What follows belongs to an exercise in optimizing a design on an open flow for small area; a production flow would make more cautious choices. In this exercise RTL edits were held to simulation tests only and were not proved equivalent to the original. Power figures rest on the tool's default switching activity, not on a simulated workload.

### flow/design.v
module Systolic_array (
    input clk, reset,
    input [7:0] in_na, in_nb,           
    output reg [7:0] out_na, out_nb,    
    output reg [16:0] out_c
);
  wire [16:0] nxt;
  wire w1;
  Systolic_nor2 u2 (.a(in_na[0]), .b(in_nb[0]), .y(w1));
  wire w3;
  Systolic_nor2 u4 (.a(in_na[0]), .b(in_nb[1]), .y(w3));
  wire w5;
  Systolic_nor2 u6 (.a(in_na[0]), .b(in_nb[2]), .y(w5));
  wire w7;
  Systolic_nor2 u8 (.a(in_na[0]), .b(in_nb[3]), .y(w7));
  wire w9;
  Systolic_nor2 u10 (.a(in_na[0]), .b(in_nb[4]), .y(w9));
  wire w11;
  Systolic_nor2 u12 (.a(in_na[0]), .b(in_nb[5]), .y(w11));
  wire w13;
  Systolic_nor2 u14 (.a(in_na[0]), .b(in_nb[6]), .y(w13));
  wire w15;
  Systolic_nor2 u16 (.a(in_na[0]), .b(in_nb[7]), .y(w15));
  wire w17;
  Systolic_nor2 u18 (.a(in_na[1]), .b(in_nb[0]), .y(w17));
  wire w19;
  Systolic_nor2 u20 (.a(in_na[1]), .b(in_nb[1]), .y(w19));
  wire w21;
  Systolic_nor2 u22 (.a(in_na[1]), .b(in_nb[2]), .y(w21));
  wire w23;
  Systolic_nor2 u24 (.a(in_na[1]), .b(in_nb[3]), .y(w23));
  wire w25;
  Systolic_nor2 u26 (.a(in_na[1]), .b(in_nb[4]), .y(w25));
  wire w27;
  Systolic_nor2 u28 (.a(in_na[1]), .b(in_nb[5]), .y(w27));
  wire w29;
  Systolic_nor2 u30 (.a(in_na[1]), .b(in_nb[6]), .y(w29));
  wire w31;
  Systolic_nor2 u32 (.a(in_na[1]), .b(in_nb[7]), .y(w31));
  wire w33;
  Systolic_nor2 u34 (.a(in_na[2]), .b(in_nb[0]), .y(w33));
  wire w35;
  Systolic_nor2 u36 (.a(in_na[2]), .b(in_nb[1]), .y(w35));
  wire w37;
  Systolic_nor2 u38 (.a(in_na[2]), .b(in_nb[2]), .y(w37));
  wire w39;
  Systolic_nor2 u40 (.a(in_na[2]), .b(in_nb[3]), .y(w39));
  wire w41;
  Systolic_nor2 u42 (.a(in_na[2]), .b(in_nb[4]), .y(w41));
  wire w43;
  Systolic_nor2 u44 (.a(in_na[2]), .b(in_nb[5]), .y(w43));
  wire w45;
  Systolic_nor2 u46 (.a(in_na[2]), .b(in_nb[6]), .y(w45));
  wire w47;
  Systolic_nor2 u48 (.a(in_na[2]), .b(in_nb[7]), .y(w47));
  wire w49;
  Systolic_nor2 u50 (.a(in_na[3]), .b(in_nb[0]), .y(w49));
  wire w51;
  Systolic_nor2 u52 (.a(in_na[3]), .b(in_nb[1]), .y(w51));
  wire w53;
  Systolic_nor2 u54 (.a(in_na[3]), .b(in_nb[2]), .y(w53));
  wire w55;
  Systolic_nor2 u56 (.a(in_na[3]), .b(in_nb[3]), .y(w55));
  wire w57;
  Systolic_nor2 u58 (.a(in_na[3]), .b(in_nb[4]), .y(w57));
  wire w59;
  Systolic_nor2 u60 (.a(in_na[3]), .b(in_nb[5]), .y(w59));
  wire w61;
  Systolic_nor2 u62 (.a(in_na[3]), .b(in_nb[6]), .y(w61));
  wire w63;
  Systolic_nor2 u64 (.a(in_na[3]), .b(in_nb[7]), .y(w63));
  wire w65;
  Systolic_nor2 u66 (.a(in_na[4]), .b(in_nb[0]), .y(w65));
  wire w67;
  Systolic_nor2 u68 (.a(in_na[4]), .b(in_nb[1]), .y(w67));
  wire w69;
  Systolic_nor2 u70 (.a(in_na[4]), .b(in_nb[2]), .y(w69));
  wire w71;
  Systolic_nor2 u72 (.a(in_na[4]), .b(in_nb[3]), .y(w71));
  wire w73;
  Systolic_nor2 u74 (.a(in_na[4]), .b(in_nb[4]), .y(w73));
  wire w75;
  Systolic_nor2 u76 (.a(in_na[4]), .b(in_nb[5]), .y(w75));
  wire w77;
  Systolic_nor2 u78 (.a(in_na[4]), .b(in_nb[6]), .y(w77));
  wire w79;
  Systolic_nor2 u80 (.a(in_na[4]), .b(in_nb[7]), .y(w79));
  wire w81;
  Systolic_nor2 u82 (.a(in_na[5]), .b(in_nb[0]), .y(w81));
  wire w83;
  Systolic_nor2 u84 (.a(in_na[5]), .b(in_nb[1]), .y(w83));
  wire w85;
  Systolic_nor2 u86 (.a(in_na[5]), .b(in_nb[2]), .y(w85));
  wire w87;
  Systolic_nor2 u88 (.a(in_na[5]), .b(in_nb[3]), .y(w87));
  wire w89;
  Systolic_nor2 u90 (.a(in_na[5]), .b(in_nb[4]), .y(w89));
  wire w91;
  Systolic_nor2 u92 (.a(in_na[5]), .b(in_nb[5]), .y(w91));
  wire w93;
  Systolic_nor2 u94 (.a(in_na[5]), .b(in_nb[6]), .y(w93));
  wire w95;
  Systolic_nor2 u96 (.a(in_na[5]), .b(in_nb[7]), .y(w95));
  wire w97;
  Systolic_nor2 u98 (.a(in_na[6]), .b(in_nb[0]), .y(w97));
  wire w99;
  Systolic_nor2 u100 (.a(in_na[6]), .b(in_nb[1]), .y(w99));
  wire w101;
  Systolic_nor2 u102 (.a(in_na[6]), .b(in_nb[2]), .y(w101));
  wire w103;
  Systolic_nor2 u104 (.a(in_na[6]), .b(in_nb[3]), .y(w103));
  wire w105;
  Systolic_nor2 u106 (.a(in_na[6]), .b(in_nb[4]), .y(w105));
  wire w107;
  Systolic_nor2 u108 (.a(in_na[6]), .b(in_nb[5]), .y(w107));
  wire w109;
  Systolic_nor2 u110 (.a(in_na[6]), .b(in_nb[6]), .y(w109));
  wire w111;
  Systolic_nor2 u112 (.a(in_na[6]), .b(in_nb[7]), .y(w111));
  wire w113;
  Systolic_nor2 u114 (.a(in_na[7]), .b(in_nb[0]), .y(w113));
  wire w115;
  Systolic_nor2 u116 (.a(in_na[7]), .b(in_nb[1]), .y(w115));
  wire w117;
  Systolic_nor2 u118 (.a(in_na[7]), .b(in_nb[2]), .y(w117));
  wire w119;
  Systolic_nor2 u120 (.a(in_na[7]), .b(in_nb[3]), .y(w119));
  wire w121;
  Systolic_nor2 u122 (.a(in_na[7]), .b(in_nb[4]), .y(w121));
  wire w123;
  Systolic_nor2 u124 (.a(in_na[7]), .b(in_nb[5]), .y(w123));
  wire w125;
  Systolic_nor2 u126 (.a(in_na[7]), .b(in_nb[6]), .y(w125));
  wire w127;
  Systolic_nor2 u128 (.a(in_na[7]), .b(in_nb[7]), .y(w127));
  wire w129;
  wire w130;
  Systolic_ha u131 (.a(out_c[0]), .b(w1), .s(w129), .co(w130));
  wire w132;
  wire w133;
  Systolic_ha u134 (.a(out_c[1]), .b(w17), .s(w132), .co(w133));
  wire w135;
  wire w136;
  Systolic_fa u137 (.a(w3), .b(w130), .ci(w132), .s(w135), .co(w136));
  wire w138;
  wire w139;
  Systolic_fa u140 (.a(out_c[2]), .b(w33), .ci(w19), .s(w138), .co(w139));
  wire w141;
  wire w142;
  Systolic_ha u143 (.a(w5), .b(w133), .s(w141), .co(w142));
  wire w144;
  wire w145;
  Systolic_fa u146 (.a(w138), .b(w141), .ci(w136), .s(w144), .co(w145));
  wire w147;
  wire w148;
  Systolic_ha u149 (.a(out_c[3]), .b(w21), .s(w147), .co(w148));
  wire w150;
  wire w151;
  Systolic_fa u152 (.a(w7), .b(w35), .ci(w49), .s(w150), .co(w151));
  wire w153;
  wire w154;
  Systolic_fa u155 (.a(w147), .b(w142), .ci(w139), .s(w153), .co(w154));
  wire w156;
  wire w157;
  Systolic_fa u158 (.a(w150), .b(w153), .ci(w145), .s(w156), .co(w157));
  wire w159;
  wire w160;
  Systolic_fa u161 (.a(out_c[4]), .b(w65), .ci(w9), .s(w159), .co(w160));
  wire w162;
  wire w163;
  Systolic_fa u164 (.a(w37), .b(w23), .ci(w51), .s(w162), .co(w163));
  wire w165;
  wire w166;
  Systolic_fa u167 (.a(w148), .b(w151), .ci(w159), .s(w165), .co(w166));
  wire w168;
  wire w169;
  Systolic_fa u170 (.a(w162), .b(w154), .ci(w165), .s(w168), .co(w169));
  wire w171;
  wire w172;
  Systolic_ha u173 (.a(w168), .b(w157), .s(w171), .co(w172));
  wire w174;
  wire w175;
  Systolic_fa u176 (.a(out_c[5]), .b(w81), .ci(w67), .s(w174), .co(w175));
  wire w177;
  wire w178;
  Systolic_fa u179 (.a(w11), .b(w39), .ci(w25), .s(w177), .co(w178));
  wire w180;
  wire w181;
  Systolic_fa u182 (.a(w53), .b(w160), .ci(w163), .s(w180), .co(w181));
  wire w183;
  wire w184;
  Systolic_fa u185 (.a(w177), .b(w174), .ci(w166), .s(w183), .co(w184));
  wire w186;
  wire w187;
  Systolic_fa u188 (.a(w180), .b(w183), .ci(w169), .s(w186), .co(w187));
  wire w189;
  wire w190;
  Systolic_ha u191 (.a(w172), .b(w186), .s(w189), .co(w190));
  wire w192;
  wire w193;
  Systolic_fa u194 (.a(out_c[6]), .b(w41), .ci(w27), .s(w192), .co(w193));
  wire w195;
  wire w196;
  Systolic_ha u197 (.a(w55), .b(w83), .s(w195), .co(w196));
  wire w198;
  wire w199;
  Systolic_fa u200 (.a(w69), .b(w97), .ci(w13), .s(w198), .co(w199));
  wire w201;
  wire w202;
  Systolic_fa u203 (.a(w195), .b(w178), .ci(w198), .s(w201), .co(w202));
  wire w204;
  wire w205;
  Systolic_fa u206 (.a(w175), .b(w192), .ci(w181), .s(w204), .co(w205));
  wire w207;
  wire w208;
  Systolic_fa u209 (.a(w201), .b(w184), .ci(w204), .s(w207), .co(w208));
  wire w210;
  wire w211;
  Systolic_fa u212 (.a(w207), .b(w187), .ci(w190), .s(w210), .co(w211));
  wire w213;
  wire w214;
  Systolic_fa u215 (.a(out_c[7]), .b(w113), .ci(w71), .s(w213), .co(w214));
  wire w216;
  wire w217;
  Systolic_fa u218 (.a(w43), .b(w85), .ci(w29), .s(w216), .co(w217));
  wire w219;
  wire w220;
  Systolic_fa u221 (.a(w57), .b(w99), .ci(w15), .s(w219), .co(w220));
  wire w222;
  wire w223;
  Systolic_fa u224 (.a(w196), .b(w193), .ci(w199), .s(w222), .co(w223));
  wire w225;
  wire w226;
  Systolic_fa u227 (.a(w216), .b(w213), .ci(w219), .s(w225), .co(w226));
  wire w228;
  wire w229;
  Systolic_fa u230 (.a(w202), .b(w222), .ci(w225), .s(w228), .co(w229));
  wire w231;
  wire w232;
  Systolic_fa u233 (.a(w205), .b(w228), .ci(w208), .s(w231), .co(w232));
  wire w234;
  wire w235;
  Systolic_ha u236 (.a(w231), .b(w211), .s(w234), .co(w235));
  wire w237;
  wire w238;
  Systolic_fa u239 (.a(out_c[8]), .b(w115), .ci(w101), .s(w237), .co(w238));
  wire w240;
  wire w241;
  Systolic_fa u242 (.a(w87), .b(w73), .ci(w45), .s(w240), .co(w241));
  wire w243;
  wire w244;
  Systolic_ha u245 (.a(w31), .b(w59), .s(w243), .co(w244));
  wire w246;
  wire w247;
  Systolic_fa u248 (.a(w243), .b(w214), .ci(w240), .s(w246), .co(w247));
  wire w249;
  wire w250;
  Systolic_fa u251 (.a(w217), .b(w220), .ci(w237), .s(w249), .co(w250));
  wire w252;
  wire w253;
  Systolic_fa u254 (.a(w223), .b(w226), .ci(w246), .s(w252), .co(w253));
  wire w255;
  wire w256;
  Systolic_fa u257 (.a(w249), .b(w229), .ci(w252), .s(w255), .co(w256));
  wire w258;
  wire w259;
  Systolic_fa u260 (.a(w255), .b(w232), .ci(w235), .s(w258), .co(w259));
  wire w261;
  wire w262;
  Systolic_fa u263 (.a(out_c[9]), .b(w89), .ci(w103), .s(w261), .co(w262));
  wire w264;
  wire w265;
  Systolic_fa u266 (.a(w61), .b(w75), .ci(w117), .s(w264), .co(w265));
  wire w267;
  wire w268;
  Systolic_fa u269 (.a(w47), .b(w244), .ci(w238), .s(w267), .co(w268));
  wire w270;
  wire w271;
  Systolic_fa u272 (.a(w241), .b(w264), .ci(w261), .s(w270), .co(w271));
  wire w273;
  wire w274;
  Systolic_fa u275 (.a(w247), .b(w267), .ci(w250), .s(w273), .co(w274));
  wire w276;
  wire w277;
  Systolic_fa u278 (.a(w270), .b(w253), .ci(w273), .s(w276), .co(w277));
  wire w279;
  wire w280;
  Systolic_fa u281 (.a(w256), .b(w276), .ci(w259), .s(w279), .co(w280));
  wire w282;
  wire w283;
  Systolic_fa u284 (.a(out_c[10]), .b(w63), .ci(w91), .s(w282), .co(w283));
  wire w285;
  wire w286;
  Systolic_fa u287 (.a(w77), .b(w105), .ci(w119), .s(w285), .co(w286));
  wire w288;
  wire w289;
  Systolic_fa u290 (.a(w265), .b(w262), .ci(w282), .s(w288), .co(w289));
  wire w291;
  wire w292;
  Systolic_fa u293 (.a(w285), .b(w268), .ci(w271), .s(w291), .co(w292));
  wire w294;
  wire w295;
  Systolic_fa u296 (.a(w288), .b(w274), .ci(w291), .s(w294), .co(w295));
  wire w297;
  wire w298;
  Systolic_fa u299 (.a(w277), .b(w294), .ci(w280), .s(w297), .co(w298));
  wire w300;
  wire w301;
  Systolic_fa u302 (.a(out_c[11]), .b(w79), .ci(w93), .s(w300), .co(w301));
  wire w303;
  wire w304;
  Systolic_fa u305 (.a(w107), .b(w121), .ci(w283), .s(w303), .co(w304));
  wire w306;
  wire w307;
  Systolic_fa u308 (.a(w286), .b(w300), .ci(w303), .s(w306), .co(w307));
  wire w309;
  wire w310;
  Systolic_fa u311 (.a(w289), .b(w292), .ci(w306), .s(w309), .co(w310));
  wire w312;
  wire w313;
  Systolic_fa u314 (.a(w295), .b(w309), .ci(w298), .s(w312), .co(w313));
  wire w315;
  wire w316;
  Systolic_fa u317 (.a(out_c[12]), .b(w123), .ci(w109), .s(w315), .co(w316));
  wire w318;
  wire w319;
  Systolic_fa u320 (.a(w95), .b(w301), .ci(w315), .s(w318), .co(w319));
  wire w321;
  wire w322;
  Systolic_fa u323 (.a(w304), .b(w318), .ci(w307), .s(w321), .co(w322));
  wire w324;
  wire w325;
  Systolic_fa u326 (.a(w321), .b(w310), .ci(w313), .s(w324), .co(w325));
  wire w327;
  wire w328;
  Systolic_fa u329 (.a(out_c[13]), .b(w111), .ci(w125), .s(w327), .co(w328));
  wire w330;
  wire w331;
  Systolic_fa u332 (.a(w316), .b(w327), .ci(w319), .s(w330), .co(w331));
  wire w333;
  wire w334;
  Systolic_fa u335 (.a(w330), .b(w322), .ci(w325), .s(w333), .co(w334));
  wire w336;
  wire w337;
  Systolic_fa u338 (.a(out_c[14]), .b(w127), .ci(w328), .s(w336), .co(w337));
  wire w339;
  wire w340;
  Systolic_fa u341 (.a(w336), .b(w331), .ci(w334), .s(w339), .co(w340));
  wire w342;
  wire w343;
  Systolic_fa u344 (.a(out_c[15]), .b(w337), .ci(w340), .s(w342), .co(w343));
  wire w345;
  Systolic_xor2 u346 (.a(out_c[16]), .b(w343), .y(w345));
  assign nxt[0] = w129;
  assign nxt[1] = w135;
  assign nxt[2] = w144;
  assign nxt[3] = w156;
  assign nxt[4] = w171;
  assign nxt[5] = w189;
  assign nxt[6] = w210;
  assign nxt[7] = w234;
  assign nxt[8] = w258;
  assign nxt[9] = w279;
  assign nxt[10] = w297;
  assign nxt[11] = w312;
  assign nxt[12] = w324;
  assign nxt[13] = w333;
  assign nxt[14] = w339;
  assign nxt[15] = w342;
  assign nxt[16] = w345;
  always @(posedge clk or posedge reset) begin
    if (reset) begin
      out_na <= 8'hff;
      out_nb <= 8'hff;
      out_c <= 17'b0;
    end else begin
      out_c <= nxt;
      out_na <= in_na;
      out_nb <= in_nb;
    end
  end
endmodule
module Systolic_array_in (
    input clk, reset,
    input [7:0] in_na, in_nb,           
    output reg [7:0] out_na, out_nb,    
    output reg [16:0] out_c
);
  wire [16:0] nxt;
  wire w1;
  Systolic_nor2 u2 (.a(in_na[0]), .b(in_nb[0]), .y(w1));
  wire w3;
  Systolic_nor2 u4 (.a(in_na[0]), .b(in_nb[1]), .y(w3));
  wire w5;
  Systolic_nor2 u6 (.a(in_na[0]), .b(in_nb[2]), .y(w5));
  wire w7;
  Systolic_nor2 u8 (.a(in_na[0]), .b(in_nb[3]), .y(w7));
  wire w9;
  Systolic_nor2 u10 (.a(in_na[0]), .b(in_nb[4]), .y(w9));
  wire w11;
  Systolic_nor2 u12 (.a(in_na[0]), .b(in_nb[5]), .y(w11));
  wire w13;
  Systolic_nor2 u14 (.a(in_na[0]), .b(in_nb[6]), .y(w13));
  wire w15;
  Systolic_nor2 u16 (.a(in_na[0]), .b(in_nb[7]), .y(w15));
  wire w17;
  Systolic_nor2 u18 (.a(in_na[1]), .b(in_nb[0]), .y(w17));
  wire w19;
  Systolic_nor2 u20 (.a(in_na[1]), .b(in_nb[1]), .y(w19));
  wire w21;
  Systolic_nor2 u22 (.a(in_na[1]), .b(in_nb[2]), .y(w21));
  wire w23;
  Systolic_nor2 u24 (.a(in_na[1]), .b(in_nb[3]), .y(w23));
  wire w25;
  Systolic_nor2 u26 (.a(in_na[1]), .b(in_nb[4]), .y(w25));
  wire w27;
  Systolic_nor2 u28 (.a(in_na[1]), .b(in_nb[5]), .y(w27));
  wire w29;
  Systolic_nor2 u30 (.a(in_na[1]), .b(in_nb[6]), .y(w29));
  wire w31;
  Systolic_nor2 u32 (.a(in_na[1]), .b(in_nb[7]), .y(w31));
  wire w33;
  Systolic_nor2 u34 (.a(in_na[2]), .b(in_nb[0]), .y(w33));
  wire w35;
  Systolic_nor2 u36 (.a(in_na[2]), .b(in_nb[1]), .y(w35));
  wire w37;
  Systolic_nor2 u38 (.a(in_na[2]), .b(in_nb[2]), .y(w37));
  wire w39;
  Systolic_nor2 u40 (.a(in_na[2]), .b(in_nb[3]), .y(w39));
  wire w41;
  Systolic_nor2 u42 (.a(in_na[2]), .b(in_nb[4]), .y(w41));
  wire w43;
  Systolic_nor2 u44 (.a(in_na[2]), .b(in_nb[5]), .y(w43));
  wire w45;
  Systolic_nor2 u46 (.a(in_na[2]), .b(in_nb[6]), .y(w45));
  wire w47;
  Systolic_nor2 u48 (.a(in_na[2]), .b(in_nb[7]), .y(w47));
  wire w49;
  Systolic_nor2 u50 (.a(in_na[3]), .b(in_nb[0]), .y(w49));
  wire w51;
  Systolic_nor2 u52 (.a(in_na[3]), .b(in_nb[1]), .y(w51));
  wire w53;
  Systolic_nor2 u54 (.a(in_na[3]), .b(in_nb[2]), .y(w53));
  wire w55;
  Systolic_nor2 u56 (.a(in_na[3]), .b(in_nb[3]), .y(w55));
  wire w57;
  Systolic_nor2 u58 (.a(in_na[3]), .b(in_nb[4]), .y(w57));
  wire w59;
  Systolic_nor2 u60 (.a(in_na[3]), .b(in_nb[5]), .y(w59));
  wire w61;
  Systolic_nor2 u62 (.a(in_na[3]), .b(in_nb[6]), .y(w61));
  wire w63;
  Systolic_nor2 u64 (.a(in_na[3]), .b(in_nb[7]), .y(w63));
  wire w65;
  Systolic_nor2 u66 (.a(in_na[4]), .b(in_nb[0]), .y(w65));
  wire w67;
  Systolic_nor2 u68 (.a(in_na[4]), .b(in_nb[1]), .y(w67));
  wire w69;
  Systolic_nor2 u70 (.a(in_na[4]), .b(in_nb[2]), .y(w69));
  wire w71;
  Systolic_nor2 u72 (.a(in_na[4]), .b(in_nb[3]), .y(w71));
  wire w73;
  Systolic_nor2 u74 (.a(in_na[4]), .b(in_nb[4]), .y(w73));
  wire w75;
  Systolic_nor2 u76 (.a(in_na[4]), .b(in_nb[5]), .y(w75));
  wire w77;
  Systolic_nor2 u78 (.a(in_na[4]), .b(in_nb[6]), .y(w77));
  wire w79;
  Systolic_nor2 u80 (.a(in_na[4]), .b(in_nb[7]), .y(w79));
  wire w81;
  Systolic_nor2 u82 (.a(in_na[5]), .b(in_nb[0]), .y(w81));
  wire w83;
  Systolic_nor2 u84 (.a(in_na[5]), .b(in_nb[1]), .y(w83));
  wire w85;
  Systolic_nor2 u86 (.a(in_na[5]), .b(in_nb[2]), .y(w85));
  wire w87;
  Systolic_nor2 u88 (.a(in_na[5]), .b(in_nb[3]), .y(w87));
  wire w89;
  Systolic_nor2 u90 (.a(in_na[5]), .b(in_nb[4]), .y(w89));
  wire w91;
  Systolic_nor2 u92 (.a(in_na[5]), .b(in_nb[5]), .y(w91));
  wire w93;
  Systolic_nor2 u94 (.a(in_na[5]), .b(in_nb[6]), .y(w93));
  wire w95;
  Systolic_nor2 u96 (.a(in_na[5]), .b(in_nb[7]), .y(w95));
  wire w97;
  Systolic_nor2 u98 (.a(in_na[6]), .b(in_nb[0]), .y(w97));
  wire w99;
  Systolic_nor2 u100 (.a(in_na[6]), .b(in_nb[1]), .y(w99));
  wire w101;
  Systolic_nor2 u102 (.a(in_na[6]), .b(in_nb[2]), .y(w101));
  wire w103;
  Systolic_nor2 u104 (.a(in_na[6]), .b(in_nb[3]), .y(w103));
  wire w105;
  Systolic_nor2 u106 (.a(in_na[6]), .b(in_nb[4]), .y(w105));
  wire w107;
  Systolic_nor2 u108 (.a(in_na[6]), .b(in_nb[5]), .y(w107));
  wire w109;
  Systolic_nor2 u110 (.a(in_na[6]), .b(in_nb[6]), .y(w109));
  wire w111;
  Systolic_nor2 u112 (.a(in_na[6]), .b(in_nb[7]), .y(w111));
  wire w113;
  Systolic_nor2 u114 (.a(in_na[7]), .b(in_nb[0]), .y(w113));
  wire w115;
  Systolic_nor2 u116 (.a(in_na[7]), .b(in_nb[1]), .y(w115));
  wire w117;
  Systolic_nor2 u118 (.a(in_na[7]), .b(in_nb[2]), .y(w117));
  wire w119;
  Systolic_nor2 u120 (.a(in_na[7]), .b(in_nb[3]), .y(w119));
  wire w121;
  Systolic_nor2 u122 (.a(in_na[7]), .b(in_nb[4]), .y(w121));
  wire w123;
  Systolic_nor2 u124 (.a(in_na[7]), .b(in_nb[5]), .y(w123));
  wire w125;
  Systolic_nor2 u126 (.a(in_na[7]), .b(in_nb[6]), .y(w125));
  wire w127;
  Systolic_nor2 u128 (.a(in_na[7]), .b(in_nb[7]), .y(w127));
  wire w129;
  wire w130;
  Systolic_ha u131 (.a(out_c[0]), .b(w1), .s(w129), .co(w130));
  wire w132;
  wire w133;
  Systolic_ha u134 (.a(out_c[1]), .b(w17), .s(w132), .co(w133));
  wire w135;
  wire w136;
  Systolic_fa u137 (.a(w3), .b(w130), .ci(w132), .s(w135), .co(w136));
  wire w138;
  wire w139;
  Systolic_fa u140 (.a(out_c[2]), .b(w33), .ci(w19), .s(w138), .co(w139));
  wire w141;
  wire w142;
  Systolic_ha u143 (.a(w5), .b(w133), .s(w141), .co(w142));
  wire w144;
  wire w145;
  Systolic_fa u146 (.a(w138), .b(w141), .ci(w136), .s(w144), .co(w145));
  wire w147;
  wire w148;
  Systolic_ha u149 (.a(out_c[3]), .b(w21), .s(w147), .co(w148));
  wire w150;
  wire w151;
  Systolic_fa u152 (.a(w7), .b(w35), .ci(w49), .s(w150), .co(w151));
  wire w153;
  wire w154;
  Systolic_fa u155 (.a(w147), .b(w142), .ci(w139), .s(w153), .co(w154));
  wire w156;
  wire w157;
  Systolic_fa u158 (.a(w150), .b(w153), .ci(w145), .s(w156), .co(w157));
  wire w159;
  wire w160;
  Systolic_fa u161 (.a(out_c[4]), .b(w65), .ci(w9), .s(w159), .co(w160));
  wire w162;
  wire w163;
  Systolic_fa u164 (.a(w37), .b(w23), .ci(w51), .s(w162), .co(w163));
  wire w165;
  wire w166;
  Systolic_fa u167 (.a(w148), .b(w151), .ci(w159), .s(w165), .co(w166));
  wire w168;
  wire w169;
  Systolic_fa u170 (.a(w162), .b(w154), .ci(w165), .s(w168), .co(w169));
  wire w171;
  wire w172;
  Systolic_ha u173 (.a(w168), .b(w157), .s(w171), .co(w172));
  wire w174;
  wire w175;
  Systolic_fa u176 (.a(out_c[5]), .b(w81), .ci(w67), .s(w174), .co(w175));
  wire w177;
  wire w178;
  Systolic_fa u179 (.a(w11), .b(w39), .ci(w25), .s(w177), .co(w178));
  wire w180;
  wire w181;
  Systolic_fa u182 (.a(w53), .b(w160), .ci(w163), .s(w180), .co(w181));
  wire w183;
  wire w184;
  Systolic_fa u185 (.a(w177), .b(w174), .ci(w166), .s(w183), .co(w184));
  wire w186;
  wire w187;
  Systolic_fa u188 (.a(w180), .b(w183), .ci(w169), .s(w186), .co(w187));
  wire w189;
  wire w190;
  Systolic_ha u191 (.a(w172), .b(w186), .s(w189), .co(w190));
  wire w192;
  wire w193;
  Systolic_fa u194 (.a(out_c[6]), .b(w41), .ci(w27), .s(w192), .co(w193));
  wire w195;
  wire w196;
  Systolic_ha u197 (.a(w55), .b(w83), .s(w195), .co(w196));
  wire w198;
  wire w199;
  Systolic_fa u200 (.a(w69), .b(w97), .ci(w13), .s(w198), .co(w199));
  wire w201;
  wire w202;
  Systolic_fa u203 (.a(w195), .b(w178), .ci(w198), .s(w201), .co(w202));
  wire w204;
  wire w205;
  Systolic_fa u206 (.a(w175), .b(w192), .ci(w181), .s(w204), .co(w205));
  wire w207;
  wire w208;
  Systolic_fa u209 (.a(w201), .b(w184), .ci(w204), .s(w207), .co(w208));
  wire w210;
  wire w211;
  Systolic_fa u212 (.a(w207), .b(w187), .ci(w190), .s(w210), .co(w211));
  wire w213;
  wire w214;
  Systolic_fa u215 (.a(out_c[7]), .b(w113), .ci(w71), .s(w213), .co(w214));
  wire w216;
  wire w217;
  Systolic_fa u218 (.a(w43), .b(w85), .ci(w29), .s(w216), .co(w217));
  wire w219;
  wire w220;
  Systolic_fa u221 (.a(w57), .b(w99), .ci(w15), .s(w219), .co(w220));
  wire w222;
  wire w223;
  Systolic_fa u224 (.a(w196), .b(w193), .ci(w199), .s(w222), .co(w223));
  wire w225;
  wire w226;
  Systolic_fa u227 (.a(w216), .b(w213), .ci(w219), .s(w225), .co(w226));
  wire w228;
  wire w229;
  Systolic_fa u230 (.a(w202), .b(w222), .ci(w225), .s(w228), .co(w229));
  wire w231;
  wire w232;
  Systolic_fa u233 (.a(w205), .b(w228), .ci(w208), .s(w231), .co(w232));
  wire w234;
  wire w235;
  Systolic_ha u236 (.a(w231), .b(w211), .s(w234), .co(w235));
  wire w237;
  wire w238;
  Systolic_fa u239 (.a(out_c[8]), .b(w115), .ci(w101), .s(w237), .co(w238));
  wire w240;
  wire w241;
  Systolic_fa u242 (.a(w87), .b(w73), .ci(w45), .s(w240), .co(w241));
  wire w243;
  wire w244;
  Systolic_ha u245 (.a(w31), .b(w59), .s(w243), .co(w244));
  wire w246;
  wire w247;
  Systolic_fa u248 (.a(w243), .b(w214), .ci(w240), .s(w246), .co(w247));
  wire w249;
  wire w250;
  Systolic_fa u251 (.a(w217), .b(w220), .ci(w237), .s(w249), .co(w250));
  wire w252;
  wire w253;
  Systolic_fa u254 (.a(w223), .b(w226), .ci(w246), .s(w252), .co(w253));
  wire w255;
  wire w256;
  Systolic_fa u257 (.a(w249), .b(w229), .ci(w252), .s(w255), .co(w256));
  wire w258;
  wire w259;
  Systolic_fa u260 (.a(w255), .b(w232), .ci(w235), .s(w258), .co(w259));
  wire w261;
  wire w262;
  Systolic_fa u263 (.a(out_c[9]), .b(w89), .ci(w103), .s(w261), .co(w262));
  wire w264;
  wire w265;
  Systolic_fa u266 (.a(w61), .b(w75), .ci(w117), .s(w264), .co(w265));
  wire w267;
  wire w268;
  Systolic_fa u269 (.a(w47), .b(w244), .ci(w238), .s(w267), .co(w268));
  wire w270;
  wire w271;
  Systolic_fa u272 (.a(w241), .b(w264), .ci(w261), .s(w270), .co(w271));
  wire w273;
  wire w274;
  Systolic_fa u275 (.a(w267), .b(w247), .ci(w250), .s(w273), .co(w274));
  wire w276;
  wire w277;
  Systolic_fa u278 (.a(w270), .b(w253), .ci(w273), .s(w276), .co(w277));
  wire w279;
  wire w280;
  Systolic_fa u281 (.a(w256), .b(w276), .ci(w259), .s(w279), .co(w280));
  wire w282;
  wire w283;
  Systolic_fa u284 (.a(out_c[10]), .b(w63), .ci(w91), .s(w282), .co(w283));
  wire w285;
  wire w286;
  Systolic_fa u287 (.a(w77), .b(w105), .ci(w119), .s(w285), .co(w286));
  wire w288;
  wire w289;
  Systolic_fa u290 (.a(w265), .b(w262), .ci(w282), .s(w288), .co(w289));
  wire w291;
  wire w292;
  Systolic_fa u293 (.a(w285), .b(w268), .ci(w271), .s(w291), .co(w292));
  wire w294;
  wire w295;
  Systolic_fa u296 (.a(w288), .b(w274), .ci(w291), .s(w294), .co(w295));
  wire w297;
  wire w298;
  Systolic_fa u299 (.a(w277), .b(w294), .ci(w280), .s(w297), .co(w298));
  wire w300;
  wire w301;
  Systolic_fa u302 (.a(out_c[11]), .b(w79), .ci(w93), .s(w300), .co(w301));
  wire w303;
  wire w304;
  Systolic_fa u305 (.a(w107), .b(w121), .ci(w283), .s(w303), .co(w304));
  wire w306;
  wire w307;
  Systolic_fa u308 (.a(w286), .b(w300), .ci(w303), .s(w306), .co(w307));
  wire w309;
  wire w310;
  Systolic_fa u311 (.a(w289), .b(w292), .ci(w306), .s(w309), .co(w310));
  wire w312;
  wire w313;
  Systolic_fa u314 (.a(w295), .b(w309), .ci(w298), .s(w312), .co(w313));
  wire w315;
  wire w316;
  Systolic_fa u317 (.a(out_c[12]), .b(w123), .ci(w109), .s(w315), .co(w316));
  wire w318;
  wire w319;
  Systolic_fa u320 (.a(w95), .b(w301), .ci(w315), .s(w318), .co(w319));
  wire w321;
  wire w322;
  Systolic_fa u323 (.a(w304), .b(w318), .ci(w307), .s(w321), .co(w322));
  wire w324;
  wire w325;
  Systolic_fa u326 (.a(w321), .b(w310), .ci(w313), .s(w324), .co(w325));
  wire w327;
  wire w328;
  Systolic_fa u329 (.a(out_c[13]), .b(w111), .ci(w125), .s(w327), .co(w328));
  wire w330;
  wire w331;
  Systolic_fa u332 (.a(w316), .b(w327), .ci(w319), .s(w330), .co(w331));
  wire w333;
  wire w334;
  Systolic_fa u335 (.a(w330), .b(w322), .ci(w325), .s(w333), .co(w334));
  wire w336;
  wire w337;
  Systolic_fa u338 (.a(out_c[14]), .b(w127), .ci(w328), .s(w336), .co(w337));
  wire w339;
  wire w340;
  Systolic_fa u341 (.a(w336), .b(w331), .ci(w334), .s(w339), .co(w340));
  wire w342;
  wire w343;
  Systolic_fa u344 (.a(out_c[15]), .b(w337), .ci(w340), .s(w342), .co(w343));
  wire w345;
  Systolic_xor2 u346 (.a(out_c[16]), .b(w343), .y(w345));
  assign nxt[0] = w129;
  assign nxt[1] = w135;
  assign nxt[2] = w144;
  assign nxt[3] = w156;
  assign nxt[4] = w171;
  assign nxt[5] = w189;
  assign nxt[6] = w210;
  assign nxt[7] = w234;
  assign nxt[8] = w258;
  assign nxt[9] = w279;
  assign nxt[10] = w297;
  assign nxt[11] = w312;
  assign nxt[12] = w324;
  assign nxt[13] = w333;
  assign nxt[14] = w339;
  assign nxt[15] = w342;
  assign nxt[16] = w345;
  always @(posedge clk or posedge reset) begin
    if (reset) begin
      out_na <= 8'hff;
      out_nb <= 8'hff;
      out_c <= 17'b0;
    end else begin
      out_c <= nxt;
      out_na <= in_na;
      out_nb <= in_nb;
    end
  end
endmodule
module Systolic_inv8 (input [7:0] a, output [7:0] y);
  Systolic_inv u0 (.a(a[0]), .y(y[0]));
  Systolic_inv u1 (.a(a[1]), .y(y[1]));
  Systolic_inv u2 (.a(a[2]), .y(y[2]));
  Systolic_inv u3 (.a(a[3]), .y(y[3]));
  Systolic_inv u4 (.a(a[4]), .y(y[4]));
  Systolic_inv u5 (.a(a[5]), .y(y[5]));
  Systolic_inv u6 (.a(a[6]), .y(y[6]));
  Systolic_inv u7 (.a(a[7]), .y(y[7]));
endmodule
module Systolic_fa (input a, b, ci, output s, co);
  assign s = a ^ b ^ ci;
  assign co = (a & b) | (a & ci) | (b & ci);
endmodule
module Systolic_ha (input a, b, output s, co);
  assign s = a ^ b;
  assign co = a & b;
endmodule
module Systolic_inv (input a, output y);
  assign y = ~a;
endmodule
module Systolic_nor2 (input a, b, output y);
  assign y = ~(a | b);
endmodule
module Systolic_xor2 (input a, b, output y);
  assign y = a ^ b;
endmodule
module Matrix_Multiplication (
  input clk, reset,
  input [7:0] a1, a2, a3, a4, b1, b2, b3, b4,
  output [16:0] c1, c2, c3, c4, c5, c6, c7, c8, c9, c10, c11, c12, c13, c14, c15, c16
);
  wire [7:0] na1, na2, na3, na4, nb1, nb2, nb3, nb4;
  Systolic_inv8 Ia1 (.a(a1), .y(na1));
  Systolic_inv8 Ia2 (.a(a2), .y(na2));
  Systolic_inv8 Ia3 (.a(a3), .y(na3));
  Systolic_inv8 Ia4 (.a(a4), .y(na4));
  Systolic_inv8 Ib1 (.a(b1), .y(nb1));
  Systolic_inv8 Ib2 (.a(b2), .y(nb2));
  Systolic_inv8 Ib3 (.a(b3), .y(nb3));
  Systolic_inv8 Ib4 (.a(b4), .y(nb4));
  wire [7:0] va00, vb00;
  wire [7:0] va01, vb01;
  wire [7:0] va02, vb02;
  wire [7:0] va03, vb03;
  wire [7:0] va10, vb10;
  wire [7:0] va11, vb11;
  wire [7:0] va12, vb12;
  wire [7:0] va13, vb13;
  wire [7:0] va20, vb20;
  wire [7:0] va21, vb21;
  wire [7:0] va22, vb22;
  wire [7:0] va23, vb23;
  wire [7:0] va30, vb30;
  wire [7:0] va31, vb31;
  wire [7:0] va32, vb32;
  wire [7:0] va33, vb33;
  Systolic_array B1 (.clk(clk), .reset(reset), .in_na(na1), .in_nb(nb1), .out_na(va00), .out_nb(vb00), .out_c(c1));
  Systolic_array B2 (.clk(clk), .reset(reset), .in_na(na2), .in_nb(vb00), .out_na(va01), .out_nb(vb01), .out_c(c2));
  Systolic_array B3 (.clk(clk), .reset(reset), .in_na(na3), .in_nb(vb01), .out_na(va02), .out_nb(vb02), .out_c(c3));
  Systolic_array B4 (.clk(clk), .reset(reset), .in_na(na4), .in_nb(vb02), .out_na(va03), .out_nb(), .out_c(c4));
  Systolic_array B5 (.clk(clk), .reset(reset), .in_na(va00), .in_nb(nb2), .out_na(va10), .out_nb(vb10), .out_c(c5));
  Systolic_array_in B6 (.clk(clk), .reset(reset), .in_na(va01), .in_nb(vb10), .out_na(va11), .out_nb(vb11), .out_c(c6));
  Systolic_array_in B7 (.clk(clk), .reset(reset), .in_na(va02), .in_nb(vb11), .out_na(va12), .out_nb(vb12), .out_c(c7));
  Systolic_array_in B8 (.clk(clk), .reset(reset), .in_na(va03), .in_nb(vb12), .out_na(va13), .out_nb(), .out_c(c8));
  Systolic_array B9 (.clk(clk), .reset(reset), .in_na(va10), .in_nb(nb3), .out_na(va20), .out_nb(vb20), .out_c(c9));
  Systolic_array_in B10 (.clk(clk), .reset(reset), .in_na(va11), .in_nb(vb20), .out_na(va21), .out_nb(vb21), .out_c(c10));
  Systolic_array_in B11 (.clk(clk), .reset(reset), .in_na(va12), .in_nb(vb21), .out_na(va22), .out_nb(vb22), .out_c(c11));
  Systolic_array_in B12 (.clk(clk), .reset(reset), .in_na(va13), .in_nb(vb22), .out_na(va23), .out_nb(), .out_c(c12));
  Systolic_array B13 (.clk(clk), .reset(reset), .in_na(va20), .in_nb(nb4), .out_na(), .out_nb(vb30), .out_c(c13));
  Systolic_array_in B14 (.clk(clk), .reset(reset), .in_na(va21), .in_nb(vb30), .out_na(), .out_nb(vb31), .out_c(c14));
  Systolic_array_in B15 (.clk(clk), .reset(reset), .in_na(va22), .in_nb(vb31), .out_na(), .out_nb(vb32), .out_c(c15));
  Systolic_array_in B16 (.clk(clk), .reset(reset), .in_na(va23), .in_nb(vb32), .out_na(), .out_nb(), .out_c(c16));
endmodule
### flow/flow/run.sh
#!/bin/bash
# Own flow: the standard layout, with the PE's leaf modules mapped one-to-one
# onto standard cells before synthesis (flow/map.py), buf_1 port buffers,
# synthesis buffers removed at floorplan, and the extra ORFS settings listed
# one per line in flow/make_args.  Each tool's output goes to a log here.
set -euo pipefail
python3 flow/map.py design.v > design_mapped.v 2> map.log
EXTRA=()
if [[ -f flow/make_args ]]; then
  while IFS= read -r line; do
    [[ -n "$line" && "$line" != \#* ]] && EXTRA+=("$line")
  done < flow/make_args
fi
bash standard.sh VERILOG_FILES=$PWD/design_mapped.v \
  "BUFFER_PORTS_ARGS=-buffer_cell sky130_fd_sc_hd__buf_1" \
  REMOVE_ABC_BUFFERS=1 "${EXTRA[@]}" \
  finish > standard.log 2>&1
### flow/flow/make_args
CTS_ARGS=-sink_clustering_enable -repair_clock_nets -dont_use_dummy_load -buf_list sky130_fd_sc_hd__clkbuf_16 -sink_clustering_size 24 -sink_clustering_max_diameter 100
### flow/flow/map.py
#!/usr/bin/env python3
"""Map the leaf modules of the PE netlist (Systolic_fa, Systolic_nand2, ...)
one-to-one onto sky130hd cells.  Reads design.v, writes the mapped design to
stdout.  Each leaf module keeps its name and ports; only its body becomes a
single standard-cell instance with the same function."""
import re, sys

CELLS = {
    'fa':    ("input a, b, ci, output s, co", "sky130_fd_sc_hd__fa_1 c (.A(a), .B(b), .CIN(ci), .SUM(s), .COUT(co));"),
    'ha':    ("input a, b, output s, co", "sky130_fd_sc_hd__ha_1 c (.A(a), .B(b), .SUM(s), .COUT(co));"),
    'nand2': ("input a, b, output y", "sky130_fd_sc_hd__nand2_1 c (.A(a), .B(b), .Y(y));"),
    'and2':  ("input a, b, output y", "sky130_fd_sc_hd__and2_1 c (.A(a), .B(b), .X(y));"),
    'nor2':  ("input a, b, output y", "sky130_fd_sc_hd__nor2_1 c (.A(a), .B(b), .Y(y));"),
    'or2':   ("input a, b, output y", "sky130_fd_sc_hd__or2_1 c (.A(a), .B(b), .X(y));"),
    'xor2':  ("input a, b, output y", "sky130_fd_sc_hd__xor2_1 c (.A(a), .B(b), .X(y));"),
    'xnor2': ("input a, b, output y", "sky130_fd_sc_hd__xnor2_1 c (.A(a), .B(b), .Y(y));"),
    'inv':   ("input a, output y", "sky130_fd_sc_hd__inv_2 c (.A(a), .Y(y));"),
    'nor2b': ("input a, bn, output y", "sky130_fd_sc_hd__nor2b_1 c (.A(a), .B_N(bn), .Y(y));"),
    'or2b':  ("input a, bn, output y", "sky130_fd_sc_hd__or2b_1 c (.A(a), .B_N(bn), .X(y));"),
}

src = open(sys.argv[1]).read()
n = 0
for m, (ports, body) in CELLS.items():
    pat = re.compile(r'\bmodule\s+Systolic_' + m + r'\b.*?\bendmodule\b', re.S)
    src, k = pat.subn(f"module Systolic_{m} ({ports});\n  {body}\nendmodule", src)
    n += k
sys.stdout.write(src)
print(f"map.py: mapped {n} leaf modules", file=sys.stderr)
### flow/standard.sh
#!/bin/bash
# synth_recipe.tcl (not shown) runs the flow's synth.tcl, then flattens the netlist and writes it again
# the make line also repeats each setting of config.mk as NAME=value (left out here)
make -C /OpenROAD-flow-scripts/flow DESIGN_CONFIG=/design/flow/config.mk WORK_HOME=/design/flow/orfs CLKGATE_MAP_FILE= SYNTH_SCRIPT=/design/flow/synth_recipe.tcl "${@:-finish}"
### flow/config.mk
export PLATFORM = sky130hd
export DESIGN_NAME = Matrix_Multiplication
export DESIGN_NICKNAME = Matrix_Multiplication
export VERILOG_FILES = /design/flow/design.v
export SDC_FILE = /design/flow/constraint.sdc
export NUM_CORES = 4
export LEC_CHECK = 0
export CAP_MARGIN = 20
export CORE_MARGIN = 2
export CORE_UTILIZATION = 65
export GPL_TIMING_DRIVEN = 0
export SLEW_MARGIN = 20
### flow/constraint.sdc
create_clock -name core_clock -period 8.0 [get_ports {clk}]
set_input_delay 1.6000 -clock core_clock [delete_from_list [all_inputs] [get_ports {clk}]]
set_output_delay 1.6000 -clock core_clock [all_outputs]
set_load 0.01 [all_outputs]
==> summary.md, run 1 <==
| Metric | Value |
|---|---|
| Adder and majority cell fraction of the synthesized area | `0.548` |
| Synthesized-area fraction occupied by and/or/nand/nor cells | `0.0958` |
| Unrepaired setup endpoints after global routing | `false` |
| Top achievable clock speed | `0.133 GHz` |
| Type of element capturing the critical path | `register` |
| Final Hold Violating Endpoints | `0` |
| Util after Layout | `0.671` |
| Post-synthesis compound-gate area fraction | `0` |
| FF-to-FF setup slack | `1010 ps` |
| Overall die width | `252 um` |
| Combinational power share | `0.655` |
| Post-synth design cell area | `0.0401 sq mm` |
| Via/cell ratio | `5.73` |
| Total of endpoints with negative setup slack in the final report | `0` |
| Pin count of the biggest net entering global routing | `109` |
| Number of buffers added by the clock tree synthesis step | `30` |
| Clock slew at reported path FFs | `90 ps` |
| Drt total wl | `86,400 um` |
| Residual antenna-violating net count after detailed routing | `0` |
| Core ar. | `0.0614 sq mm` |
| First-pass GRT wire length | `144,000 um` |
| First-pass iteration count of the detailed router | `5` |
| Leakage dissipation | `18.5 nW` |
| Net switching component of the power | `7.65 mW` |
| Relative area change from synthesis to final layout | `2.69%` |
| Post-DP HPWL | `69,000 um` |
| N_diodes | `0` |
| Ordered cell list for the critical path | `buf_1 -> inv_2 -> nor2_1 -> fa_1 -> fa_1 -> fa_1 -> fa_1 -> ha_1 -> fa_1 -> ha_1 -> fa_1 -> fa_1 -> fa_1 -> fa_1 -> fa_1 -> fa_1 -> fa_1 -> fa_1 -> xor2_1` |
| Max-Cap Viols | `0` |
| Yosys warnings | `2` |
| Number of nets at the end of the flow | `4,312` |
| Number of hold buffers added after CTS | `0` |
| Post-layout minimum cycle time | `7490 ps` |
| Antenna violations before repair | `0` |
| Global-route congestion overflow total | `0` |
| Filler cell count in the final layout | `4,501` |
| Total negative setup slack | `0 ps` |
| Synth Area in XOR/XNOR | `0.00349` |
| Cells after Synth | `2,993` |
| Arrival time reported for the critical path endpoint | `8010 ps` |
| Overall die area | `0.0637 sq mm` |
| Most common library cell in the layout ignoring fill and taps | `nor2_1` |
| Vias | `22,233` |
| Depth of the worst register-to-register path | `17` |
| Critical register-to-register path startpoint | `B14.out_nb[3]` |
| Number of buffers added for setup after CTS | `0` |
| Cell depth of the worst hold path | `0` |
| Power density relative to cell area | `416 mW/mm^2` |
| Number of flip-flops and latches in the synthesized netlist | `464` |
| Count of routing violations after the opening detailed-route iteration | `1,088` |
| Number of input and output port buffers inserted | `337` |
| Root buf cell | `clkbuf_16` |
| Drt wl/cell | `22.3 um` |
| Number of gates resized after cts | `0` |
| Starting Density | `0.653` |
| Dominant cell type by count on the critical path | `fa_1` |
| Number of global-route vias before repair | `26,630` |
| CTS tree | `built` |
| Distinct cells, synth | `9` |
| Critical Path RT | `8520 ps` |
| Proportion of synthesized chip area in sequential cells | `0.296` |
| Kind of start point of the critical path | `input port` |
| Status | `finished clean` |
| Mapped Avg Cell Area | `13.4 sq um` |
| Total GRT Usage | `0.294` |
| Setup Crit Path Kind | `in -> reg` |
| I/O pins | `338` |
| Clock latency (worst-skew pair) | `630 ps` |
| Delay of the slowest cell on the worst path | `530 ps` |
| Tightest Pin Transition | `543 ps` |
| Routability congestion estimate | `0.887` |
| Worst setup startpoint | `a4[0]` |
| Internal cell power | `9.47 mW` |
| Dominant combinational cell family by area after synthesis | `adder cells` |
| Largest fanout of any net on the critical path | `9` |
| Std-Cell Rows | `91` |
| Most used cells in the layout excluding fill and tap cells | `nor2_1, fa_1, buf_1, dfrtp_1, dfstp_2` |
| Final worst clock skew | `59.0 ps` |
| CTS H-tree depth | `1` |
| Mux share of post-synthesis cell area | `0` |
| Share of cells above drive strength 1 | `0.0941` |
| Number of remaining DRC errors | `0` |
| Critical R2R Capture | `B15.out_c[16]` |
| Register share of total power | `0.259` |
| Power Total | `17.1 mW` |
| Clk buf depth | `3` |
| Origin of the worst min-delay path | `B1.out_nb[7]` |
| Tightest slew margin relative to the limit | `0.638` |
| Library cell contributing the largest single delay on the critical path | `fa_1` |
| Path type of the worst min-delay path | `reg -> reg` |
| Count of clock tree sinks | `464` |
| VDD IR max | `0.000404 V` |
| End point of the most critical hold path | `B2.out_nb[7]` |
| Height of the die | `252 um` |
| Switch share | `0.447` |
| Final Cycle Share | `0.936` |
| Slew Viols, Final | `0` |
| Clock share of power | `0.086` |
[cells in the mapped netlist]
| master | instances | area [sq um] |
|---|---|---|
| inv_2 | 64 | 240 |
| ha_1 | 144 | 1800 |
| dfstp_2 | 192 | 5040 |
| xor2_1 | 16 | 140 |
| nor2_1 | 1024 | 3840 |
| inv_1 | 1 | 3.75 |
| dfrtp_1 | 272 | 6810 |
| buf_4 | 272 | 2040 |
| fa_1 | 1008 | 20200 |
[power by group through the flow]
stage	Sequential, mW	Combinational, mW	Clock (mW)
3_5_place_dp	4.48	11.4	0
6_report	4.44	11.2	1.48
2_1_floorplan	4.59	7.61	0
4_1_cts	4.46	11.6	1.52
5_1_grt	4.58	13.2	1.60
3_3_place_gp	4.47	10.8	0
[kinds of logic (layout without fill, tap and decap cells)]
family / count (synthesis) / in the layout
adder cells (fa/ha/maj): 1152 / 1152
AND/OR/NAND/NOR: 1024 / 1024
flip-flops: 464 / 464
buffers and inverters: 337 / 436
XOR/XNOR: 16 / 16
[per-stage QoR]
| step | instances | instance area [sq um] | hold slack [ps] | worst slack, ps |
|---|---|---|---|---|
| 2_1_floorplan | 2721 | 38100 | 396 | -6220 |
| 3_3_place_gp | 3848 | 40300 | 429 | -11140 |
| 3_5_place_dp | 3852 | 40400 | 428 | -155 |
| 4_1_cts | 3882 | 41200 | 419 | 549 |
| 5_1_grt | 3882 | 41200 | 421 | 360 |
| 6_report | 3882 | 41200 | 420 | 508 |
[worst max-delay path by stage]
stage              endpoint  depth (start not counted)
2_1_floorplan   B1.out_c[0]                          1
3_3_place_gp   B8.out_c[10]                          2
3_5_place_dp   B4.out_c[16]                         19
4_1_cts        B4.out_c[16]                         19
5_1_grt        B4.out_c[16]                         19
6_report       B4.out_c[16]                         19
[layout make-up]
type	instances	area, sq um	share of cell area
sequential	464	11900	0.288
multi-input combinational	2192	26000	0.630
timing repair buffer	341	1380	0.0334
inverter	65	251	0.00611
clock buffer	30	751	0.0182
tap	790	988	0.0240
[state kept, by name, summed over array words and instances, names as in the netlist, 17 cells and up]
register	count
B10.out_c	17
B8.out_c	17
B6.out_c	17
B5.out_c	17
B16.out_c	17
B2.out_c	17
B3.out_c	17
B12.out_c	17
B1.out_c	17
B15.out_c	17
B7.out_c	17
B14.out_c	17
B11.out_c	17
B4.out_c	17
B13.out_c	17
B9.out_c	17
[worst max-delay path: cells and delay by family]
kind / cells / cell delay [ps]
xor gates and xnor gates: 1 / 150
and+or+nand+nor: 1 / 160
adders and majority gates: 15 / 5800
buffers and inverters: 2 / 300
[layer usage]
| layer | vias to the layer above | wire, um | share of wire | track usage |
|---|---|---|---|---|
| met5 | - | 0 | 0 | 0 |
| met4 | 0 | 3350 | 0.039 | 0.0992 |
| met3 | 182 | 5200 | 0.060 | 0.0464 |
| met2 | 742 | 44800 | 0.52 | 0.490 |
| met1 | 12281 | 33100 | 0.38 | 0.402 |
| li1 | 9028 | - | - | - |
==> run 2, diff against run 1 <==
==> flow/flow/make_args (replaced) <==
CTS_ARGS=-sink_clustering_enable -repair_clock_nets -dont_use_dummy_load -buf_list sky130_fd_sc_hd__clkbuf_8 -sink_clustering_size 15 -sink_clustering_max_diameter 80
--- a/flow/config.mk
+++ b/flow/config.mk
@@ -8,5 +8,5 @@
 export CAP_MARGIN = 20
 export CORE_MARGIN = 2
-export CORE_UTILIZATION = 65
+export CORE_UTILIZATION = 80
 export GPL_TIMING_DRIVEN = 0
 export SLEW_MARGIN = 20
==> summary.md, run 2 <==
| Metric | Value |
|---|---|
| Wire length on met1 | `30,500 um (-7.8%)` |
| Placed standard-cell area | `0.0403 sq mm (-0.30%)` |
| Yosys top cell area share | `0.503 (unchanged)` |
| Final worst clock skew | `69.8 ps (+10.8 ps)` |
| Post-DP HPWL | `68,800 um (-0.23%)` |
| Library cell contributing the largest single delay on the critical path | `fa_1` |
| Top achievable clock speed | `0.134 GHz (+0.58%)` |
| Arrival time reported for the critical path endpoint | `7930 ps (-80 ps)` |
| Largest fanout of any net on the critical path | `9 (unchanged)` |
| Antenna violations before repair | `0 (unchanged)` |
| Root buf cell | `clkbuf_8` |
| Count of clock tree sinks | `464 (unchanged)` |
| CTS H-tree depth | `2 (+1)` |
| VDD IR max | `0.000392 V (-3.0%)` |
| Max-Cap Viols | `0 (unchanged)` |
| Critical Path RT | `8480 ps (-40 ps)` |
| Via/cell ratio | `6.11 (+6.6%)` |
| Count of routing violations after the opening detailed-route iteration | `1,696 (+56%)` |
| I/O pins | `338 (unchanged)` |
| Number of global-route vias before repair | `27,699 (+4.0%)` |
| Dominant cell by count in the synthesized netlist | `nor2_1` |
| Number of input and output port buffers inserted | `337 (unchanged)` |
| Clock latency (worst-skew pair) | `660 ps (+30 ps)` |
| Cell type with the largest total area after synthesis | `fa_1` |
| Most common library cell in the layout ignoring fill and taps | `nor2_1` |
| Global-route congestion overflow total | `0 (unchanged)` |
| Depth of the worst register-to-register path | `17 (unchanged)` |
| Power Total | `17.0 mW (-0.69%)` |
| Dominant cells by area after synthesis | `fa_1, dfrtp_1, dfstp_2, nor2_1, buf_4` |
| Leakage dissipation | `18.4 nW (-0.41%)` |
| Number of gates resized after cts | `0 (unchanged)` |
| Total of endpoints with negative setup slack in the final report | `0 (unchanged)` |
| Number of flip-flops and latches in the synthesized netlist | `464 (unchanged)` |
| Final Cycle Share | `0.931 (-0.00542)` |
| Delay of the slowest cell on the worst path | `540 ps (about the same)` |
| Yosys warnings | `2 (unchanged)` |
| Wire length on met3 | `7050 um (+36%)` |
| Post-synth design cell area | `0.0401 sq mm (unchanged)` |
| First-pass GRT wire length | `145,000 um (+0.82%)` |
| Std-Cell Rows | `82 (-9.9%)` |
| Critical R2R Capture | `B15.out_c[16]` |
| Residual antenna-violating net count after detailed routing | `0 (unchanged)` |
| Max layer used | `met4` |
| Dominant cell type by count on the critical path | `fa_1` |
| Power density relative to cell area | `416 mW/mm^2 (+0.12%)` |
| Final Hold Violating Endpoints | `0 (unchanged)` |
| Filler cell count in the final layout | `2,842 (-37%)` |
| Slew Viols, Final | `0 (unchanged)` |
| Number of nets at the end of the flow | `4,322 (+0.23%)` |
| FF-to-FF setup slack | `1060 ps (+50 ps)` |
| Overall die width | `228 um (-9.7%)` |
| Clock slew at reported path FFs | `100 ps (about the same)` |
| Origin of the worst min-delay path | `B1.out_nb[7]` |
| Starting Density | `0.804 (+0.151)` |
| Total GRT Usage | `0.364 (+0.0706)` |
| Number of buffers added by the clock tree synthesis step | `39 (+30%)` |
| Clk buf depth | `3 (unchanged)` |
| Cells after Synth | `2,993 (unchanged)` |
| Tightest slew margin relative to the limit | `0.657 (+0.0188)` |
| Number of buffers added for setup after CTS | `0 (unchanged)` |
| Pin count of the biggest net entering global routing | `95 (-13%)` |
| Most used standard cells in the synthesized netlist | `nor2_1, fa_1, buf_4, dfrtp_1, dfstp_2` |
| Relative area change from synthesis to final layout | `1.87%` |
| Kind of start point of the critical path | `input port` |
| Status | `finished clean` |
| Type of element capturing the critical path | `register` |
| Distinct cells, synth | `9 (unchanged)` |
| Core ar. | `0.0499 sq mm (-19%)` |
| CTS tree | `built` |
| Tightest Pin Transition | `515 ps (-28.1 ps)` |
| Overall die area | `0.0519 sq mm (-18%)` |
| Final Cell Area | `0.0409 sq mm (-0.81%)` |
| Routed wl met2 | `43,400 um (-3.2%)` |
| Routability congestion estimate | `0.902 (+1.8%)` |
| Height of the die | `228 um (-9.7%)` |
| Number of hold buffers added after CTS | `0 (unchanged)` |
| Proportion of synthesized chip area in sequential cells | `0.296 (unchanged)` |
| Vias | `23,051 (+3.7%)` |
| First-pass iteration count of the detailed router | `6 (+1)` |
| Drt wl/cell | `22.7 um (+1.8%)` |
| Post-layout minimum cycle time | `7450 ps (-43.4 ps)` |
| Ordered cell list for the critical path | `buf_1 -> inv_2 -> nor2_1 -> fa_1 -> fa_1 -> fa_1 -> fa_1 -> ha_1 -> fa_1 -> ha_1 -> fa_1 -> fa_1 -> fa_1 -> fa_1 -> fa_1 -> fa_1 -> fa_1 -> fa_1 -> xor2_1` |
| Most used cells in the layout excluding fill and tap cells | `nor2_1, fa_1, buf_1, dfrtp_1, dfstp_2` |
| End point of the most critical hold path | `B2.out_nb[7]` |
| Drt total wl | `85,500 um (-1.0%)` |
| Path type of the worst min-delay path | `reg -> reg` |
| Number of enable-type register cells in the synthesized netlist | `0 (unchanged)` |
| Number of remaining DRC errors | `0 (unchanged)` |
| Setup Crit Path Kind | `in -> reg` |
| Unrepaired setup endpoints after global routing | `false` |
| Critical register-to-register path startpoint | `B14.out_nb[3]` |
| Share of cells above drive strength 1 | `0.0970 (+0.00292)` |
| Most used flip-flop cell after synthesis | `dfrtp_1` |
| Mapped Avg Cell Area | `13.4 sq um (unchanged)` |
| Post-synthesis async set-or-reset flop share | `1.00 (unchanged)` |
| Cell depth of the worst hold path | `0 (unchanged)` |
==> run 2: final cells by class <==
cell class	instances	area (sq um)	share of cell area
diodes	1	2.50	0.0000613
clock buffers	39	537	0.0131
inverters	65	251	0.00616
multi-input cells	2192	26000	0.636
flip-flops and latches	464	11900	0.290
well taps	672	841	0.0206
repair buffers	342	1400	0.0343
==> run 2: power breakdown <==
| part | internal [mW] | switching (mW) |
|---|---|---|
| clock network | 0.438 | 0.787 |
| logic | 5.28 | 6.04 |
| registers | 3.57 | 0.886 |
| total | 9.29 | 7.71 |
==> run 2: how the worst max path moves through the flow <==
stage	slack (ps)	endpoint	depth (start not counted)	start
2_1_floorplan	-6220	B1.out_c[0]	1	reset
3_3_place_gp	-10550	B1.out_c[12]	2	reset
3_5_place_dp	-70	B1.out_c[16]	19	a1[0]
4_1_cts	600	B3.out_c[16]	19	a3[0]
5_1_grt	350	B3.out_c[16]	19	a3[0]
6_report	550	B3.out_c[16]	19	a3[0]
==> run 2: per-stage QoR <==
| step | instances | hold WS, ps | utilization | setup slack (ps) | setup TNS (ps) |
|---|---|---|---|---|---|
| finish | 3775 | 410 | 0.819 | 552 | 0 |
| global route | 3774 | 421 | 0.819 | 353 | 0 |
| CTS | 3774 | 421 | 0.819 | 601 | 0 |
| detailed placement | 3735 | 425 | 0.808 | -74.3 | -254 |
| global placement | 3730 | 426 | 0.806 | -10550 | -3923840 |
| floorplan | 2721 | 396 | - | -6220 | -2183700 |
==> run 2: worst max-delay path: cells and delay by family <==
kind / cells / cell delay [ps]
adder cells (fa/ha/maj): 15 / 5820
buffers and inverters: 2 / 260
XOR/XNOR: 1 / 150
AND/OR/NAND/NOR: 1 / 100
==> run 2: cell families (layout without fill, tap and decap cells) <==
group | Yosys count | in the layout | synth area share
fa+ha+maj | 1152 | 1152 | 0.548
simple gates | 1024 | 1024 | 0.0958
flops | 464 | 464 | 0.296
buf+inv | 337 | 446 | 0.0570
xor+xnor | 16 | 16 | 0.00349
other cells | 0 | 1 | 0
==> run 2: layer usage <==
layer	track usage	up-vias
met3	0.0755	294
li1	-	9042
met1	0.506	12511
met5	0	-
met2	0.577	1204
met4	0.167	0
==> run 3, diff against run 2 <==
--- a/flow/config.mk
+++ b/flow/config.mk
@@ -8,5 +8,5 @@
 export CAP_MARGIN = 20
 export CORE_MARGIN = 2
-export CORE_UTILIZATION = 80
+export CORE_UTILIZATION = 65
 export GPL_TIMING_DRIVEN = 0
 export SLEW_MARGIN = 20
==> summary.md, run 3 <==
| Metric | Value |
|---|---|
| Starting Density | `0.653 (-0.151)` |
| Origin of the worst min-delay path | `B4.out_na[6]` |
| Setup Crit Path Kind | `in -> reg` |
| Number of flip-flops and latches in the synthesized netlist | `464 (unchanged)` |
| Distinct cells, synth | `9 (unchanged)` |
| Number of buffers added for setup after CTS | `0 (unchanged)` |
| Slew Viols, Final | `0 (unchanged)` |
| Min Hold Slack | `400 ps (-10.2 ps)` |
| Root buf cell | `clkbuf_8` |
| Arrival time reported for the critical path endpoint | `8000 ps (+70 ps)` |
| Yosys warnings | `2 (unchanged)` |
| Status | `finished clean` |
| Antenna violations before repair | `1 (+1)` |
| Relative area change from synthesis to final layout | `2.20%` |
| CTS H-tree depth | `2 (unchanged)` |
| Tightest Pin Transition | `542 ps (+27.4 ps)` |
| Number of global-route vias before repair | `26,731 (-3.5%)` |
| First-pass GRT wire length | `144,000 um (-0.64%)` |
| Final worst-path setup slack | `526 ps (-25.4 ps)` |
| Cell type with the largest total area after synthesis | `fa_1` |
| Post-synth design cell area | `0.0401 sq mm (unchanged)` |
| Clock slew at reported path FFs | `100 ps (about the same)` |
| Largest fanout of any net on the critical path | `9 (unchanged)` |
| Clk buf depth | `3 (unchanged)` |
| Drt total wl | `86,500 um (+1.1%)` |
| Leakage dissipation | `18.4 nW (about the same)` |
| Max-Cap Viols | `0 (unchanged)` |
| FF-to-FF setup slack | `1040 ps (-20 ps)` |
| Share of cells above drive strength 1 | `0.0970 (unchanged)` |
| Drt wl/cell | `22.2 um (-1.9%)` |
| Util after Layout | `0.668 (-0.151)` |
| Std-Cell Rows | `91 (+11%)` |
| Critical register-to-register path startpoint | `B14.out_nb[3]` |
| Filler cell count in the final layout | `4,561 (+60%)` |
| Number of enable-type register cells in the synthesized netlist | `0 (unchanged)` |
| Type of element capturing the critical path | `register` |
| Final worst clock skew | `47.8 ps (-22.0 ps)` |
| I/O pins | `338 (unchanged)` |
| Total GRT Usage | `0.296 (-0.0686)` |
| Post-layout minimum cycle time | `7470 ps (+25.4 ps)` |
| Dominant cell by count in the synthesized netlist | `nor2_1` |
| Setup slack after placement | `-155 ps (-80.3 ps)` |
| Power Total | `16.9 mW (-0.70%)` |
| VDD IR max | `0.000397 V (+1.2%)` |
| Most used standard cells in the synthesized netlist | `nor2_1, fa_1, buf_4, dfrtp_1, dfstp_2` |
| Most used cells in the layout excluding fill and tap cells | `nor2_1, fa_1, buf_1, dfrtp_1, dfstp_2` |
| Number of input and output port buffers inserted | `337 (unchanged)` |
| Mapped Avg Cell Area | `13.4 sq um (unchanged)` |
| Power density relative to cell area | `412 mW/mm^2 (-1.0%)` |
| Area taken by multi-input logic gates | `0.0260 sq mm (unchanged)` |
| Number of gates resized after cts | `0 (unchanged)` |
| Most common library cell in the layout ignoring fill and taps | `nor2_1` |
| Final Hold Violating Endpoints | `0 (unchanged)` |
| Routed wl met2 | `44,700 um (+3.1%)` |
| Core ar. | `0.0614 sq mm (+23%)` |
| Unrepaired setup endpoints after global routing | `false` |
| Max layer used | `met4` |
| Cells after Synth | `2,993 (unchanged)` |
| Critical R2R Capture | `B15.out_c[16]` |
| Top achievable clock speed | `0.134 GHz (-0.34%)` |
| Wire length on met3 | `5340 um (-24%)` |
| Proportion of synthesized chip area in sequential cells | `0.296 (unchanged)` |
| First-pass iteration count of the detailed router | `6 (unchanged)` |
| Depth of the worst register-to-register path | `17 (unchanged)` |
| Ordered cell list for the critical path | `buf_1 -> inv_2 -> nor2_1 -> fa_1 -> fa_1 -> fa_1 -> fa_1 -> ha_1 -> fa_1 -> ha_1 -> fa_1 -> fa_1 -> fa_1 -> fa_1 -> fa_1 -> fa_1 -> fa_1 -> fa_1 -> xor2_1` |
| Yosys top cell area share | `0.503 (unchanged)` |
| Most used flip-flop cell after synthesis | `dfrtp_1` |
| Global-route congestion overflow total | `0 (unchanged)` |
| Number of buffers added by the clock tree synthesis step | `40 (+2.6%)` |
| CTS tree | `built` |
| Dominant cells by area after synthesis | `fa_1, dfrtp_1, dfstp_2, nor2_1, buf_4` |
| Pin count of the biggest net entering global routing | `109 (+15%)` |
| Library cell contributing the largest single delay on the critical path | `fa_1` |
| Placed standard-cell area | `0.0404 sq mm (+0.30%)` |
| Number of remaining DRC errors | `0 (unchanged)` |
| Height of the die | `252 um (+11%)` |
| Via/cell ratio | `5.72 (-6.3%)` |
| Kind of start point of the critical path | `input port` |
| Total of endpoints with negative setup slack in the final report | `0 (unchanged)` |
| Number of hold buffers added after CTS | `0 (unchanged)` |
| Clock latency (worst-skew pair) | `630 ps (-30 ps)` |
| Delay of the slowest cell on the worst path | `530 ps (about the same)` |
| Overall die width | `252 um (+11%)` |
| Path type of the worst min-delay path | `reg -> reg` |
| Routability congestion estimate | `0.887 (-1.7%)` |
| Dominant cell type by count on the critical path | `fa_1` |
| Count of clock tree sinks | `464 (unchanged)` |
| Vias | `22,269 (-3.4%)` |
| Overall die area | `0.0637 sq mm (+23%)` |
| Final Cell Area | `0.0410 sq mm (+0.33%)` |
| Cell depth of the worst hold path | `0 (unchanged)` |
| Residual antenna-violating net count after detailed routing | `0 (unchanged)` |
| Count of routing violations after the opening detailed-route iteration | `1,089 (-36%)` |
| Post-DP HPWL | `69,000 um (+0.23%)` |
| Tightest slew margin relative to the limit | `0.639 (-0.0183)` |
| Final Cycle Share | `0.934 (+0.00317)` |
| Critical Path RT | `8530 ps (+50 ps)` |
| FF/Latch Area | `0.0119 sq mm (unchanged)` |
| Wire length on met1 | `33,000 um (+8.2%)` |
| Number of nets at the end of the flow | `4,322 (unchanged)` |
| End point of the most critical hold path | `B8.out_na[6]` |
| Post-synthesis async set-or-reset flop share | `1.00 (unchanged)` |
run 3: cell families (layout without fill, tap and decap cells):
logic type	after synthesis	after routing	share of synthesized area
xor gates and xnor gates	16	16	0.00349
adders and majority gates	1152	1152	0.548
DFF	464	464	0.296
buffers and inverters	337	446	0.0570
and+or+nand+nor	1024	1024	0.0958
other	0	1	0
run 3: cell type report:
| cell class | instances | share of cell area |
|---|---|---|
| multi-input cells | 2192 | 0.634 |
| well taps | 790 | 0.0241 |
| inverters | 65 | 0.00614 |
| clock buffers | 40 | 0.0134 |
| repair buffers | 341 | 0.0336 |
| flip-flops and latches | 464 | 0.289 |
| diodes | 1 | 0.0000611 |
run 3: stage by stage:
step | setup TNS (ps) | instances
2_1_floorplan | -2183700 | 2721
3_3_place_gp | -4151540 | 3848
3_5_place_dp | -394 | 3852
4_1_cts | 0 | 3892
5_1_grt | 0 | 3893
6_report | 0 | 3893
run 3: per-layer routing:
layer  track usage  vias to the layer above
met5             0                        -
met4         0.112                        0
met3        0.0515                      196
met2         0.489                      753
met1         0.401                    12279
li1              -                     9041
run 3: worst max-delay path by stage:
stage,from,to,slack (ps),cells past startpoint
final,a4[0],B4.out_c[16],530,19
after global routing,a4[0],B4.out_c[16],370,19
after CTS,a4[0],B4.out_c[16],580,19
after detailed placement,a4[0],B4.out_c[16],-150,19
after global placement,reset,B8.out_c[10],-11140,2
after floorplan,reset,B1.out_c[0],-6220,1
run 3: critical path: cells and delay by family:
family | cells | cell delay, ps
AND/OR/NAND/NOR | 1 | 160
XOR/XNOR | 1 | 150
adder cells (fa/ha/maj) | 15 | 5800
buffers and inverters | 2 | 290
run 3: power by group:
group	internal, mW	switching (mW)
clock network	0.449	0.807
logic	5.23	5.96
registers	3.57	0.864
total	9.25	7.63

-- re-timing with driven ports --
The flow's constraints put no driver on any port. The routed layouts listed below were extracted and timed again, unchanged, in two steps.
Step 1: set_driving_cell puts a clkbuf_16 on clk and a buf_2 on each other input, an assumption about the parent block.
Step 2, shift: input delay + t, output delay - t, t = (earliest + latest rising clock arrival at the registers) / 2. This alone moves slack from input paths to output paths.
Three values: ideal ports, drivers, drivers and shift; two values: the first two.
| run | shift t [ns] | slack for setup (ns) |
|---|---|---|
| run 1 | 0.659 | 0.508 / 0.549 / -0.110 |
| run 2 | 0.686 | 0.552 / 0.585 / -0.101 |
| run 3 | 0.686 | 0.526 / 0.570 / -0.116 |
With both steps, setup timing fails in every run listed, where it was met with ideal ports.
